From an optimization exercise on the open Yosys and OpenROAD flow, aimed at small area; shortcuts taken in it are not production practice. Only simulation tests tie the RTL to the original design; equivalence was not proved. Power figures rest on the tool's default switching activity, not on a simulated workload.

**config.mk**
```make
export PLATFORM = sky130hd
export DESIGN_NAME = spi_master
export DESIGN_NICKNAME = spi_master
export VERILOG_FILES = /design/flow/design.v
export SDC_FILE = /design/flow/constraint.sdc
export NUM_CORES = 4
export LEC_CHECK = 0
export CAP_MARGIN = 20
export CORE_MARGIN = 2
export CORE_UTILIZATION = 40
export SLEW_MARGIN = 20
```
**constraint.sdc**
```tcl
create_clock -name core_clock -period 10.0 [get_ports {clk}]
set_input_delay 2.0000 -clock core_clock [delete_from_list [all_inputs] [get_ports {clk}]]
set_output_delay 2.0000 -clock core_clock [all_outputs]
set_load 0.01 [all_outputs]
```
**design.v**
```verilog
module packet2emesh #(parameter AW = 32,    
		      parameter PW = 104)   
   (
    input [PW-1:0]  packet_in,    
    output 	    write_in,     
    output [1:0]    datamode_in,  
    output [4:0]    ctrlmode_in,  
    output [AW-1:0] dstaddr_in,   
    output [AW-1:0] srcaddr_in,   
    output [AW-1:0] data_in       
    );
   assign write_in          = packet_in[0];
   assign datamode_in[1:0]  = packet_in[2:1];
   assign ctrlmode_in[4:0]  = packet_in[7:3];
   assign dstaddr_in[31:0]  = packet_in[39:8];
   assign data_in[31:0]     = packet_in[71:40];
   assign srcaddr_in[31:0]  = packet_in[103:72];
endmodule  
module emesh2packet #(parameter AW = 32,    
		      parameter PW = 104)   
   (
    input 	    write_out,     
    input [1:0]     datamode_out,  
    input [4:0]     ctrlmode_out,  
    input [AW-1:0]  dstaddr_out,   
    input [AW-1:0]  data_out,      
    input [AW-1:0]  srcaddr_out,   
    output [PW-1:0] packet_out     
    );
   assign packet_out[0]      = write_out;
   assign packet_out[2:1]    = datamode_out[1:0];
   assign packet_out[7:3]    = ctrlmode_out[4:0];
   assign packet_out[39:8]   = dstaddr_out[31:0];
   assign packet_out[71:40]  = data_out[31:0];
   assign packet_out[103:72] = srcaddr_out[31:0];
endmodule  
module oh_clockdiv
  #(parameter N             = 2,          
    parameter SYN           = "TRUE",     
    parameter LATCH_TYPE    = "DEFAULT",  
    parameter CLOCKMUX_TYPE = "DEFAULT"   
    )
   (
    input 	 clk,  
    input 	 nreset,  
    input 	 clkchange,  
    input 	 clken,  
    input [7:0]  clkdiv,  
    input [15:0] clkphase0,  
    input [15:0] clkphase1,  
    output 	 clkout0,  
    output 	 clkrise0,  
    output 	 clkfall0,  
    output 	 clkout1,  
    output 	 clkrise1,  
    output 	 clkfall1,  
    output 	 clkstable     
    );
   reg [7:0] counter;
   reg 	     clkout0_reg;
   reg 	     clkout1_reg;
   reg [2:0] period;
   wire      period_match;
   always @ (posedge clk or negedge nreset)
     if(!nreset)
       period[2:0] <= 'b0;
     else if (clkchange)
       period[2:0] <='b0;
     else if(period_match & ~clkstable)
       period[2:0] <= period[2:0] +1'b1;
   assign clkstable = (period[2:0]==3'b111);
   always @ (posedge clk or negedge nreset)
     if (!nreset)
       counter[7:0]   <= 'b0;
     else if(clken)
       if(period_match)
	 counter[7:0] <= 'b0;
       else
	 counter[7:0] <= counter[7:0] + 1'b1;
   assign period_match = (counter[7:0] == clkdiv[7:0]);
   assign clkrise0     = (counter[7:0] == clkphase0[7:0]);
   assign clkfall0     = (counter[7:0] == clkphase0[15:8]);
   assign clkrise1     = (counter[7:0] == clkphase1[7:0]);
   assign clkfall1     = (counter[7:0] == clkphase1[15:8]);
   always @ (posedge clk or negedge nreset)
     if(!nreset)
       clkout0_reg <= 1'b0;
     else if(clkrise0)
       clkout0_reg <= 1'b1;
     else if(clkfall0)
       clkout0_reg <= 1'b0;
   assign clkout0 = clkout0_reg;
   always @ (posedge clk or negedge nreset)
     if(!nreset)
       clkout1_reg <= 1'b0;
     else if(clkrise1)
       clkout1_reg <= 1'b1;
     else if(clkfall1)
       clkout1_reg <= 1'b0;
   assign clkout1 = clkout1_reg;
endmodule  
module oh_par2ser #(parameter PW = 32,  
		    parameter SW = 1,   
		    parameter CW = $clog2(PW/SW)   
		    )
   (
    input 	    clk,  
    input 	    nreset,  
    input [PW-1:0]  din,  
    output [SW-1:0] dout,  
    output 	    access_out, 
    input 	    load,  
    input 	    shift,  
    input [7:0]     datasize,  
    input 	    lsbfirst,  
    input 	    fill,  
    input 	    wait_in,  
    output 	    wait_out  
    );
   reg [PW-1:0]    shiftreg;
   reg [CW-1:0]    count;
   wire 	   start_transfer;
   wire 	   busy;
   assign start_transfer = load &  ~wait_in & ~busy;
   always @ (posedge clk or negedge nreset)
     if(!nreset)
       count[CW-1:0] <= 'b0;
     else if(start_transfer)
       count[CW-1:0] <= datasize[CW-1:0];   
     else if(shift & busy)
       count[CW-1:0] <= count[CW-1:0] - 1'b1;
   assign busy = |count[CW-1:0];
   assign access_out = busy;
   assign wait_out  = wait_in | busy;
   always @ (posedge clk or negedge nreset)
     if(!nreset)
       shiftreg[PW-1:0] <= 'b0;
     else if(start_transfer)
       shiftreg[PW-1:0] <= din[PW-1:0];
     else if(shift & lsbfirst)
       shiftreg[PW-1:0] <= {{(SW){fill}}, shiftreg[PW-1:SW]};
     else if(shift)
       shiftreg[PW-1:0] <= {shiftreg[PW-SW-1:0],{(SW){fill}}};
   assign dout[SW-1:0] = lsbfirst ? shiftreg[SW-1:0] :
			            shiftreg[PW-1:PW-SW];
endmodule  
module oh_ser2par #(parameter PW = 64,  
		    parameter SW = 1,    
		    parameter CW = $clog2(PW/SW)   
		    )
   (
    input 		clk,  
    input [SW-1:0] 	din,  
    output reg [PW-1:0] dout,  
    input 		lsbfirst,  
    input 		shift       
    );
   reg [CW-1:0]    count;
   wire [PW-1:0]   shiftdata;
   always @ (posedge clk)
     if(shift & lsbfirst)
       dout[PW-1:0] <= {din[SW-1:0],dout[PW-1:SW]};
     else if(shift)
       dout[PW-1:0] <= {dout[PW-SW-1:0],din[SW-1:0]};
endmodule  
module oh_edge2pulse
  #( parameter N      = 1)  
   (
    input 	   clk,     
    input 	   nreset,  
    input [N-1:0]  in,      
    output [N-1:0] out      
    );
   reg [N-1:0]    in_reg;
   always @ (posedge clk or negedge nreset)
     if(!nreset)
       in_reg[N-1:0]  <= 'b0 ;
     else
       in_reg[N-1:0]  <= in[N-1:0] ;
   assign out[N-1:0]  = in_reg[N-1:0]  ^ in[N-1:0] ;
endmodule  
module oh_dpram
  #(parameter N       = 32,            
    parameter DEPTH   = 32,            
    parameter REG     = 1,             
    parameter TARGET  = "DEFAULT",     
    parameter SHAPE   = "SQUARE",      
    parameter AW      = $clog2(DEPTH)  
    )
   ( 
    input 	   wr_clk,  
    input 	   wr_en,  
    input [N-1:0]  wr_wem,  
    input [AW-1:0] wr_addr, 
    input [N-1:0]  wr_din,  
    input 	   rd_clk,  
    input 	   rd_en,  
    input [AW-1:0] rd_addr, 
    output [N-1:0] rd_dout, 
    input 	   bist_en,  
    input 	   bist_we,  
    input [N-1:0]  bist_wem,  
    input [AW-1:0] bist_addr,  
    input [N-1:0]  bist_din,  
    input 	   shutdown,  
    input 	   vss,  
    input 	   vdd,  
    input 	   vddio,  
    input [7:0]    memconfig,  
    input [7:0]    memrepair  
    );
   generate
      if(TARGET == "DEFAULT") begin
	 reg [N-1:0]        ram    [0:DEPTH-1];
	 wire [N-1:0] 	    rdata;
	 integer 	    i;
	 always @(posedge wr_clk)
	   for (i=0;i<N;i=i+1)
	     if (wr_en & wr_wem[i])
               ram[wr_addr[AW-1:0]][i] <= wr_din[i];
	 assign rdata[N-1:0] = ram[rd_addr[AW-1:0]];
	 reg [N-1:0] 	     rd_reg;
	 always @ (posedge rd_clk)
	   if(rd_en)
	     rd_reg[N-1:0] <= rdata[N-1:0];
	 assign rd_dout[N-1:0] = (REG==1) ? rd_reg[N-1:0] : rdata[N-1:0];
      end  
      else begin
	 asic_memory_dp #(.N(N),
			  .DEPTH(DEPTH),
			  .SHAPE(SHAPE),
			  .REG(REG))
	 asic_memory_dp ();
      end  
   endgenerate
endmodule  
module oh_fifo_sync #(parameter DW        = 104,             
		      parameter DEPTH     = 32,              
		      parameter PROG_FULL = (DEPTH/2),       
		      parameter AW        = $clog2(DEPTH)    
		      )
   (
    input 		clk,        
    input 		nreset,     
    input [DW-1:0] 	din,        
    input 		wr_en,      
    input 		rd_en,      
    output [DW-1:0] 	dout,       
    output 		full,       
    output 		prog_full,  
    output 		empty,      
    output reg [AW-1:0] rd_count    
    );
   reg [AW-1:0] 	wr_addr;
   reg [AW-1:0] 	rd_addr;
   wire 		fifo_read;
   wire 		fifo_write;
   assign empty       = (rd_count[AW-1:0] == 0);
   assign prog_full   = (rd_count[AW-1:0] >= PROG_FULL);
   assign full        = (rd_count[AW-1:0] == (DEPTH-1));
   assign fifo_read   = rd_en & ~empty;
   assign fifo_write  = wr_en & ~full;
   always @ (posedge clk or negedge nreset)
     if(!nreset)
       begin
	  wr_addr[AW-1:0]  <= 'd0;
	  rd_addr[AW-1:0]  <= 'd0;
	  rd_count[AW-1:0] <= 'd0;
       end
     else if(fifo_write & fifo_read)
       begin
	  wr_addr[AW-1:0] <= wr_addr[AW-1:0] + 'd1;
	  rd_addr[AW-1:0] <= rd_addr[AW-1:0] + 'd1;
       end
     else if(fifo_write)
       begin
	  wr_addr[AW-1:0]  <= wr_addr[AW-1:0]  + 'd1;
	  rd_count[AW-1:0] <= rd_count[AW-1:0] + 'd1;
       end
     else if(fifo_read)
       begin
	  rd_addr[AW-1:0]  <= rd_addr[AW-1:0]  + 'd1;
	  rd_count[AW-1:0] <= rd_count[AW-1:0] - 'd1;
       end
   oh_dpram #(.N(DW),
	      .DEPTH(DEPTH),
	      .REG(1))
   oh_dpram ( 
	     .rd_dout	(dout[DW-1:0]),
	     .wr_clk	(clk),
	     .wr_en	(fifo_write),
	     .wr_wem	({(DW){1'b1}}),
	     .wr_addr	(wr_addr[AW-1:0]),
	     .wr_din	(din[DW-1:0]),
	     .rd_clk	(clk),
	     .rd_en	(fifo_read),
	     .rd_addr	(rd_addr[AW-1:0]),
	     .bist_en	(1'b0),
	     .bist_we	(1'b0),
	     .bist_wem	({(DW){1'b0}}),
	     .bist_addr	({(AW){1'b0}}),
	     .bist_din	({(DW){1'b0}}),
	     .shutdown	(1'b0),
	     .vss	(1'b0),
	     .vdd	(1'b1),
	     .vddio	(1'b1),
	     .memconfig	(8'b0),
	     .memrepair	(8'b0));
endmodule  
module spi_master_regs # (parameter  CLKDIV = 1,     
			  parameter  AW     = 32,    
			  parameter  PW     = 104    
			  )
   (
    input 	     clk,  
    input 	     nreset,  
    input 	     hw_en,  
    input [63:0]     rx_data,  
    input 	     rx_access,  
    output 	     cpol,  
    output 	     cpha,  
    output 	     lsbfirst,  
    output 	     spi_en,  
    output 	     manual_mode, 
    output 	     send_data,  
    output reg [7:0] clkdiv_reg,  
    input [2:0]      spi_state,  
    input 	     fifo_prog_full,  
    input 	     fifo_wait,  
    input 	     access_in,  
    input [PW-1:0]   packet_in,  
    output 	     wait_out,  
    output reg 	     access_out,  
    output [PW-1:0]  packet_out,  
    input 	     wait_in          
    );
   reg [7:0] 	     config_reg;
   reg [7:0] 	     status_reg;
   reg [63:0] 	     rx_reg; 
   reg [AW-1:0]      reg_rdata;
   reg 		     autotran;
   reg [AW-1:0]      dstaddr_out;   
   reg [4:0] 	     ctrlmode_out;   
   reg [1:0] 	     datamode_out;
   wire [31:0] 	     reg_wdata;
   wire 	     reg_write;
   wire 	     reg_read;
   wire 	     config_write;
   wire 	     status_write;
   wire 	     clkdiv_write;
   wire 	     cmd_write;
   wire 	     tx_write;
   wire 	     irq_en;
   wire 	     wait_pulse;
   integer 	     i;
   wire [4:0]		ctrlmode_in;		 
   wire [AW-1:0]	data_in;		 
   wire [1:0]		datamode_in;		 
   wire [AW-1:0]	dstaddr_in;		 
   wire [AW-1:0]	srcaddr_in;		 
   wire			write_in;		 
   packet2emesh #(.AW(AW),
		  .PW(PW))
   pe2 ( 
	.write_in			(write_in),
	.datamode_in			(datamode_in[1:0]),
	.ctrlmode_in			(ctrlmode_in[4:0]),
	.dstaddr_in			(dstaddr_in[AW-1:0]),
	.srcaddr_in			(srcaddr_in[AW-1:0]),
	.data_in			(data_in[AW-1:0]),
	.packet_in			(packet_in[PW-1:0]));
   assign reg_write       = access_in & write_in;
   assign reg_read        = access_in & ~write_in;
   assign reg_wdata[31:0] = data_in[AW-1:0];
   assign config_write    = reg_write & (dstaddr_in[5:0]==6'd0);
   assign status_write    = reg_write & (dstaddr_in[5:0]==6'd1);
   assign clkdiv_write    = reg_write & (dstaddr_in[5:0]==6'd2);
   assign cmd_write       = reg_write & (dstaddr_in[5:0]==6'd3);
   assign tx_write        = reg_write & (dstaddr_in[5:0]==6'd8);
   always @ (posedge clk or negedge nreset)
     if (~nreset)
       config_reg[7:0] <= 'b0;   
     else if(config_write)
       config_reg[7:0] <= data_in[7:0];
   assign spi_en       = hw_en & ~config_reg[0];  
   assign irq_en       = config_reg[1];           
   assign cpol         = config_reg[2];           
   assign cpha         = config_reg[3];           
   assign lsbfirst     = config_reg[4];           
   assign manual_mode  = config_reg[5];           
   assign send_data    = config_reg[6];           
   always @ (posedge clk or negedge nreset)
     if (~nreset)
       status_reg[7:0] <= 'b0;   
     else if(status_write)
       status_reg[7:0] <= reg_wdata[7:0];
     else
       status_reg[7:0] <= {5'b0,                  
			   fifo_prog_full,        
			   1'b0,                  
			   (rx_access | (~tx_write & status_reg[0]))}; 
   always @ (posedge clk or negedge nreset)
     if (~nreset)
       clkdiv_reg[7:0] <= CLKDIV;   
     else if(clkdiv_write)
       clkdiv_reg[7:0] <= reg_wdata[7:0];
   always @ (posedge clk)
     if(rx_access)
       rx_reg[63:0] <= rx_data[63:0];
   always @ (posedge clk)
     if(reg_read)
       case(dstaddr_in[4:0])
	 6'd0 : reg_rdata[31:0] <= {24'b0,config_reg[7:0]};
	 6'd1 : reg_rdata[31:0] <= {24'b0,status_reg[7:0]};
	 6'd2 : reg_rdata[31:0] <= {24'b0,clkdiv_reg[7:0]};
	 6'd16    : reg_rdata[31:0] <= rx_reg[31:0];
	 6'd20    : reg_rdata[31:0] <= rx_reg[63:32];	 
	 default     : reg_rdata[31:0] <= 32'hDEADBEEF;	 
       endcase  
   always @ (posedge clk or negedge nreset)
     if(!nreset)
       access_out          <= 1'b0;
     else
       access_out          <= reg_read;
   always @ (posedge clk)
     begin
	dstaddr_out[AW-1:0] <= srcaddr_in[AW-1:0];
	ctrlmode_out[4:0]   <= ctrlmode_in[4:0];
	datamode_out[1:0]   <= datamode_in[1:0];
     end
   oh_edge2pulse e2pulse (.out    (wait_pulse),
			  .nreset (nreset),
   			  .clk    (clk),
			  .in     (reg_read));
   assign wait_out = fifo_wait;
   emesh2packet #(.AW(AW),
		  .PW(PW))
   e2p (.write_out	(1'b1),
	.srcaddr_out	({(AW){1'b0}}),
	.data_out	(reg_rdata[AW-1:0]),
	.packet_out			(packet_out[PW-1:0]),
	.datamode_out			(datamode_out[1:0]),
	.ctrlmode_out			(ctrlmode_out[4:0]),
	.dstaddr_out			(dstaddr_out[AW-1:0]));
endmodule  
module spi_master_fifo #(parameter  DEPTH = 16,   
			 parameter  AW    = 32,   
			 parameter  PW    = 104,  
			 parameter  SW    = 8     
			 )
   (
    input 	    clk,  
    input 	    nreset,  
    input 	    spi_en,  
    output 	    fifo_prog_full,  
    input 	    access_in,  
    input [PW-1:0]  packet_in,  
    output 	    wait_out,  
    input 	    fifo_read,  
    output 	    fifo_empty,  
    output [SW-1:0] fifo_dout  
    );
   localparam  FAW   = $clog2(DEPTH);  
   localparam  SRW   = $clog2(PW/SW);   
   wire [7:0] 	    datasize;
   wire [PW-1:0]    tx_data;
   wire [SW-1:0]    fifo_din;
   wire 	    tx_write;
   wire 	    fifo_wait;
   wire 	    fifo_wr;
   wire 	    fifo_full;
   wire [4:0]		ctrlmode_in;		 
   wire [AW-1:0]	data_in;		 
   wire [1:0]		datamode_in;		 
   wire [AW-1:0]	dstaddr_in;		 
   wire [AW-1:0]	srcaddr_in;		 
   wire			write_in;		 
   packet2emesh #(.AW(AW),
		  .PW(PW))
   p2e ( 
	.write_in			(write_in),
	.datamode_in			(datamode_in[1:0]),
	.ctrlmode_in			(ctrlmode_in[4:0]),
	.dstaddr_in			(dstaddr_in[AW-1:0]),
	.srcaddr_in			(srcaddr_in[AW-1:0]),
	.data_in			(data_in[AW-1:0]),
	.packet_in			(packet_in[PW-1:0]));
   assign datasize[7:0] = (1<<datamode_in[1:0]);
   assign tx_write =  spi_en     & 
		      write_in   & 
		      access_in  &
		      ~fifo_wait &
		      (dstaddr_in[5:0]==6'd8);
   assign wait_out = fifo_wait;  
   assign tx_data[PW-1:0] = {{(40){1'b0}},
			     srcaddr_in[AW-1:0], 
			     data_in[AW-1:0]};
   oh_par2ser #(.PW(PW),
		.SW(SW))
   oh_par2ser ( 
	       .dout	    (fifo_din[SW-1:0]),
	       .access_out  (fifo_wr),
	       .wait_out    (fifo_wait),
	       .clk	    (clk),
	       .nreset	    (nreset),
	       .din	    (tx_data[PW-1:0]),
	       .shift	    (1'b1),
	       .datasize    (datasize[7:0]),
	       .load	    (tx_write),
	       .lsbfirst    (1'b1),
	       .fill	    (1'b0),
	       .wait_in	    (fifo_prog_full)
	       );
   oh_fifo_sync #(.DEPTH(DEPTH),
                  .DW(SW))
   fifo( 
	.dout		(fifo_dout[7:0]),
	.full		(fifo_full),
	.prog_full	(fifo_prog_full),
	.empty		(fifo_empty),
	.rd_count	(),
	.clk		(clk),
	.nreset		(nreset),
	.din		(fifo_din[7:0]),
	.wr_en		(fifo_wr),
	.rd_en		(fifo_read));
endmodule  
module spi_master_io
  (
   input 	    clk,  
   input 	    nreset,  
   input 	    cpol,  
   input 	    cpha,  
   input 	    lsbfirst,  
   input 	    manual_mode, 
   input 	    send_data,  
   input [7:0] 	    clkdiv_reg,  
   output reg [2:0] spi_state,  
   input [7:0] 	    fifo_dout,  
   input 	    fifo_empty, 
   output 	    fifo_read,  
   output [63:0]    rx_data,  
   output 	    rx_access,  
   output reg 	    sclk,  
   output 	    mosi,  
   output 	    ss,  
   input 	    miso        
   );
   reg 		   fifo_empty_reg;
   reg 		   load_byte;
   reg 		   ss_reg;   
   wire [7:0] 	   data_out;
   wire [15:0] 	   clkphase0;
   wire 	   period_match;
   wire 	   phase_match;
   wire 	   clkout;
   wire 	   clkchange;
   wire 	   data_done;
   wire 	   spi_wait;
   wire 	   shift;
   wire 	   spi_active;
   wire 	   tx_shift;
   wire 	   rx_shift;
   assign clkphase0[7:0]  = 'b0;
   assign clkphase0[15:8] = (clkdiv_reg[7:0]+1'b1)>>1;
   oh_clockdiv 
   oh_clockdiv (.clkdiv		(clkdiv_reg[7:0]),
		.clken		(1'b1),	
		.clkrise0	(period_match),
		.clkfall0	(phase_match),	
		.clkphase1	(16'b0),
		.clkout0	(clkout),
		.clkout1	(),
		.clkrise1	(),
		.clkfall1	(),
		.clkstable	(),
		.clkchange	(1'b0),
		.clk			(clk),
		.nreset			(nreset),
		.clkphase0		(clkphase0[15:0]));
   always @ (posedge clk or negedge nreset)
     if(!nreset)
       spi_state[2:0] <=  3'b000;
   else
     case (spi_state[2:0])
       3'b000 : 
	 spi_state[2:0] <= fifo_read   ? 3'b001 :  3'b000;
       3'b001 :
	 spi_state[2:0] <= phase_match ? 3'b010   : 3'b001;       
       3'b010 : 
	 spi_state[2:0] <= data_done   ? 3'b011   : 3'b010;
       3'b011 : 
	 spi_state[2:0] <= phase_match ? 3'b100 : 3'b011;
       3'b100 : 
	 spi_state[2:0] <= phase_match ? 3'b000   : 3'b100;
     endcase  
   assign fifo_read = ~fifo_empty & ~spi_wait & phase_match;
   assign data_done = fifo_empty & ~spi_wait & phase_match;
   always @ (posedge clk)
     load_byte <= fifo_read;
   assign spi_active = ~(spi_state[2:0]==3'b000 | spi_state[2:0]==3'b100);      
   assign ss    = ~((spi_active & ~manual_mode) | (send_data & manual_mode));
   assign tx_shift     = phase_match & (spi_state[2:0]==3'b010);
   oh_par2ser  #(.PW(8),
		 .SW(1))
   par2ser ( 
	    .dout	(mosi),            
	    .access_out	(),
	    .wait_out	(spi_wait),
	    .clk	(clk),
	    .nreset	(nreset),          
	    .din	(fifo_dout[7:0]),  
	    .shift	(tx_shift),           
	    .datasize	(8'd7),            
	    .load	(load_byte),       
	    .lsbfirst	(lsbfirst),        
	    .fill	(1'b0),            
	    .wait_in	(1'b0));           
   assign rx_shift = (spi_state[2:0] == 3'b010) & period_match;
   oh_ser2par #(.PW(64),
		.SW(1))
   ser2par ( 
	    .dout	(rx_data[63:0]),   
	    .din	(miso),            
	    .clk	(clk),             
	    .lsbfirst	(lsbfirst),        
	    .shift	(rx_shift));          
   always @ (posedge clk or negedge nreset)
     if(!nreset)
       sclk <= 1'b0;
     else if (period_match & (spi_state[2:0]==3'b010))
       sclk <= 1'b1;
     else if (phase_match & (spi_state[2:0]==3'b010))
       sclk <= 1'b0;
   always @ (posedge clk or negedge nreset)
     if(!nreset)
       ss_reg <= 1'b1;
     else
       ss_reg <= ss;
   assign rx_access = ss & ~ss_reg;
endmodule  
module spi_master # ( parameter  DEPTH = 32,  
		      parameter  REGS  = 16,  
		      parameter  AW    = 32,  
		      parameter  PW    = 104  
 		      )
   (
    input 	    clk,  
    input 	    nreset,  
    input 	    hw_en,  
    output 	    sclk,  
    output 	    mosi,  
    output 	    ss,  
    input 	    miso,  
    input 	    access_in,  
    input [PW-1:0]  packet_in,  
    output 	    wait_out,  
    output 	    access_out,  
    output [PW-1:0] packet_out,  
    input 	    wait_in  
    );
   wire [7:0]		clkdiv_reg;		 
   wire			cpha;			 
   wire			cpol;			 
   wire [7:0]		fifo_dout;		 
   wire			fifo_empty;		 
   wire			fifo_prog_full;		 
   wire			fifo_read;		 
   wire			fifo_wait;		 
   wire			lsbfirst;		 
   wire			manual_mode;		 
   wire			rx_access;		 
   wire [63:0]		rx_data;		 
   wire			send_data;		 
   wire			spi_en;			 
   wire [2:0]		spi_state;		 
   spi_master_regs #(.AW(AW),
		     .PW(PW))
   spi_master_regs ( 
		    .cpol		(cpol),
		    .cpha		(cpha),
		    .lsbfirst		(lsbfirst),
		    .spi_en		(spi_en),
		    .manual_mode	(manual_mode),
		    .send_data		(send_data),
		    .clkdiv_reg		(clkdiv_reg[7:0]),
		    .wait_out		(wait_out),
		    .access_out		(access_out),
		    .packet_out		(packet_out[PW-1:0]),
		    .clk		(clk),
		    .nreset		(nreset),
		    .hw_en		(hw_en),
		    .rx_data		(rx_data[63:0]),
		    .rx_access		(rx_access),
		    .spi_state		(spi_state[2:0]),
		    .fifo_prog_full	(fifo_prog_full),
		    .fifo_wait		(fifo_wait),
		    .access_in		(access_in),
		    .packet_in		(packet_in[PW-1:0]),
		    .wait_in		(wait_in));
   spi_master_fifo #(.AW(AW),
		     .PW(PW),
		     .DEPTH(DEPTH))
   spi_master_fifo(
		   .fifo_prog_full	(fifo_prog_full),
		   .wait_out		(fifo_wait),		  
		   .fifo_empty		(fifo_empty),
		   .fifo_dout		(fifo_dout[7:0]),	  
		   .clk			(clk),
		   .nreset		(nreset),
		   .spi_en		(spi_en),
		   .access_in		(access_in),
		   .packet_in		(packet_in[PW-1:0]),
		   .fifo_read		(fifo_read));
   spi_master_io
   spi_master_io ( 
		  .spi_state		(spi_state[2:0]),
		  .fifo_read		(fifo_read),
		  .rx_data		(rx_data[63:0]),
		  .rx_access		(rx_access),
		  .sclk			(sclk),
		  .mosi			(mosi),
		  .ss			(ss),
		  .clk			(clk),
		  .nreset		(nreset),
		  .cpol			(cpol),
		  .cpha			(cpha),
		  .lsbfirst		(lsbfirst),
		  .manual_mode		(manual_mode),
		  .send_data		(send_data),
		  .clkdiv_reg		(clkdiv_reg[7:0]),
		  .fifo_dout		(fifo_dout[7:0]),
		  .fifo_empty		(fifo_empty),
		  .miso			(miso));
endmodule  
```
**run.sh**
```bash
#!/bin/bash
# synth_recipe.tcl (not shown) runs the flow's synth.tcl, then flattens the netlist and writes it again
# the make line also repeats each setting of config.mk as NAME=value (left out here)
make -C /OpenROAD-flow-scripts/flow DESIGN_CONFIG=/design/flow/config.mk WORK_HOME=/design/flow/orfs CLKGATE_MAP_FILE= SYNTH_SCRIPT=/design/flow/synth_recipe.tcl finish
```
==> run_results.csv <==
group,metric,value,unit
route,vias_per_cell,5.12,
sta,fmax,0.212,GHz
synth,yosysTopAreaCell,"edfxtp_1",
synth,yosysMostFrequentCell,"edfxtp_1",
sta,slew_headroom,0.284,
critical_path,cp_data_required_time,8.00,ns
layout,fillCellCount,4943,
synth,ys_types,69,
pwr,p_leak,10.1,nW
synth,ys.flop_type,"edfxtp_1",
clock_network,cts_buffer_depth,3,
layout,multiInputGateArea,6120,µm²
placed_design,io_buffer_count,158,
placed_design,dp_slack,5.08,ns
synth,yosysWarnings,9,
clock_network,postCtsHoldBufs,0,
sta,setup_viol,0,
sta,period_share,0.471,
critical_path,cp_slowest_cell,"nor3b_2",
clock_network,postCtsSetupRepairBufs,0,
clock_network,cts_tree,"yes",
clock_network,h-tree-depth,2,
clock_network,cts_root_buf,"clkbuf_16",
synth,synth_async_sr_flop_share,0.221,
critical_path,crit_cells,6,
synth,ys_ff_latch,596,
critical_path,ff2ff_path_depth,6,
layout,drive_above_1_share,0.125,
critical_path,crit_top_cell,"inv_1",
placed_design,place_congestion,0.763,
status,status,"finished clean",
synth,avgSynthCellArea,15.5,µm²
clock_network,postCtsResizedCells,0,
sta,tns,0,ns
critical_path,path_cells,"inv_1, ha_1, nor3b_2, nor2b_1, inv_1, clkdlybuf4s50_1",
sta,slew_violations,0,
global_route,gr-usage-met2,0.253,
sta,finClkSkew,0.0332,ns
layout,final_cell_count_no_fill,2485,
global_route,grt_max_degree,83,
critical_path,critPathCaptureType,"output pin",
pwr,power-per-cell-area,230,nW/µm²
synth,syn_inst,1511,
synth,synth_top_area_share,0.543,
global_route,grt_first_pass_wirelength,76900,µm
route,vias,12700,
layout,diodes,0,
route,initialDrtViolationCount,859,
floorplan,die_area,60600,µm²
global_route,use_met3,0.0424,
sta,fin_crit,4.71,ns
layout,nets,1796,
floorplan,die_h,246,µm
global_route,antenna_found_initial,3,
layout,largest_register_ffs,256,
sta,worst_slack,5.29,ns
floorplan,start_util,0.406,
critical_path,arrival,2.71,ns
global_route,grt_pass1_vias,13000,
critical_path,worst_setup_path_start_kind,"flop",
clock_network,clk_latency,0.63,ns
route,drt_wl_total,49800,µm
synth,synth_area_leaders,"edfxtp_1 54%, dfrtp_1 14%, nand2_1 3.9%, mux4_2 3.8%, dfxtp_1 3.4%",
placed_design,dp_hpwl,31300,µm
global_route,grt-busiest-layer,"met2",
layout,areaGrowthSynthToFinish,17.8,%
synth,seq_area_frac_synth,0.718,
floorplan,die_w,246,µm
clock_network,numCtsBuffers,59,
global_route,met1_usage,0.233,
sta,rsz0062_at_grt,"no",
synth,synth_edf_count,424,
floorplan,core,57800,µm²
route,route.antenna.remaining_nets,0,
sta,tightest_slew,1.06,ns
layout,post-route-util,0.478,
route,drc,0,
min_path,holdPathStages,2,
pwr,power,6.36,mW
critical_path,critPathBufInv,3,
flow_run,maxCapViolCount,0,
global_route,globalRouteOverflowTotal,0,
floorplan,io_pins,219,
floorplan,num_rows,88,
critical_path,crit_family,"simple AND/OR/NAND/NOR gates",
clock_network,cts_sinks,596,
global_route,track_usage,0.166,
pwr,ir_drop,0.137,mV
min_path,hp-class,"flop to flop",
synth,synth_commonest_cells,"424 x edfxtp_1, 241 x nand2_1, 130 x dfrtp_1",
route,drtPass1Iterations,5,
clock_network,cts.clk_slew.worst_paths,0.06,ns
critical_path,cp_slowest_stage_delay,0.56,ns
route,wire_per_inst,20.0,µm
layout,ff_latch_area,16800,µm²
sta,finalHoldViolations,0,
critical_path,critPathMaxFanout,8,
critical_path,critPathKind,"flop to output pin",
synth,synth_area,23400,µm²
placed_design,dp_cells,2372,
metrics by stage:
| stage | hold WS [ns] | cell area, µm² |
|---|---|---|
| after floorplan | 0.419 | 23600 |
| after global placement | 0.424 | 25700 |
| after detailed placement | 0.429 | 25700 |
| after CTS | 0.444 | 27600 |
| after global routing | 0.468 | 27600 |
| final | 0.442 | 27600 |
worst reg2reg max path, delay by kind of cell (launching register included):
kind / cells / cell delay [ns]
AOI/OAI and AO/OA: 1 / 0.65
adders and majority gates: 1 / 0.21
buffers and inverters: 1 / 0.09
DFF: 1 / 0.39
and+or+nand+nor: 3 / 1.57
placed cells by master, fill, tap and decap left out, types with 3 or more instances in the layout:
cell	instances
and2_1	16
a21oi_1	19
edfxtp_1	424
dfrtp_2	6
a21o_1	3
clkinv_2	12
clkbuf_1	11
dfxtp_1	40
dfrtp_1	123
nor3_1	5
xnor2_1	29
nand4_1	8
xor2_1	10
inv_1	18
clkbuf_16	59
o22ai_1	8
mux2_1	61
and3_1	3
a22o_1	7
nor2b_1	6
o221ai_1	32
mux2_2	35
nand2_1	241
ha_1	15
clkinv_1	11
buf_4	15
nand3_1	16
o21ai_1	25
mux4_2	40
o21ai_0	7
clkdlybuf4s50_1	157
nor2_1	57
conb_1	33
mux2i_1	60
bufinv_16	3
nand2b_1	3
clkbuf_8	7
a22oi_1	33
where the power goes:
group	leakage (nW)	total [mW]	internal [mW]	switching (mW)
Sequential	5.99	3.13	2.95	0.178
Combinational	3.14	1.08	0.482	0.602
Clock	0.938	2.14	1.22	0.921
cell type report:
type                       instances  area share
clock buffer                      80      0.0591
clock inverter                    31     0.00942
inverter                          18     0.00245
multi-input combinational        820       0.221
sequential                       596       0.610
tap                              765      0.0347
timing repair buffer             175      0.0629
metal layers:
layer  share of wire  vias up
li1                -     5858
met1            0.45     6430
met2            0.46      368
met3           0.065       74
met4           0.026        4
met5         0.00054        -
cells by family after synthesis:
logic type      Yosys count  share of synthesized area
xor+xnor                 40                     0.0157
fa+ha+maj                16                    0.00886
compound gates          149                     0.0454
simple gates            384                     0.0725
other cells               2                   0.000320
flops                   596                      0.718
buf+inv                 126                     0.0275
mux                     198                      0.111
path summary, 6_finish.rpt:
check,from,endpoint,slack (ns)
worst max-delay path,spi_master_fifo.oh_par2ser.count[0],wait_out,5.29
worst min-delay path,spi_master_fifo.oh_par2ser.shiftreg[16],spi_master_fifo.oh_par2ser.shiftreg[8],0.44
worst max register to register,spi_master_fifo.oh_par2ser.count[0],spi_master_fifo.fifo.oh_dpram.genblk1.ram[13][3],6.73
worst min register to register,spi_master_fifo.oh_par2ser.shiftreg[16],spi_master_fifo.oh_par2ser.shiftreg[8],0.44
max in group asynchronous,nreset,spi_master_fifo.fifo.rd_addr[0],7.28
min in group asynchronous,nreset,spi_master_fifo.oh_par2ser.shiftreg[60],1.44

==> re-timing with driven ports <==
Ports are ideal in the flow. The routed layout listed here was re-timed in OpenROAD.
Step 1 assumes that a clkbuf_16 drives the clock port and a buf_2 every other input.
Step 2 also shifts input and output timing later by t, the mid clock arrival at the registers, as if the neighbouring blocks saw the same clock.
Slacks: ideal ports / drivers / drivers and shift; pairs: ideal ports / drivers.
t, ns: 0.675
setup slack, ns: 5.286 / 5.225 / 5.121
hold WS [ns]: 0.442 / 0.442 / 0.442
worst setup path after step 2: input to register
After both steps this run still meets setup and hold. For this run, drivers alone change the setup slack by -0.061 ns; drivers and shift together by -0.165 ns.
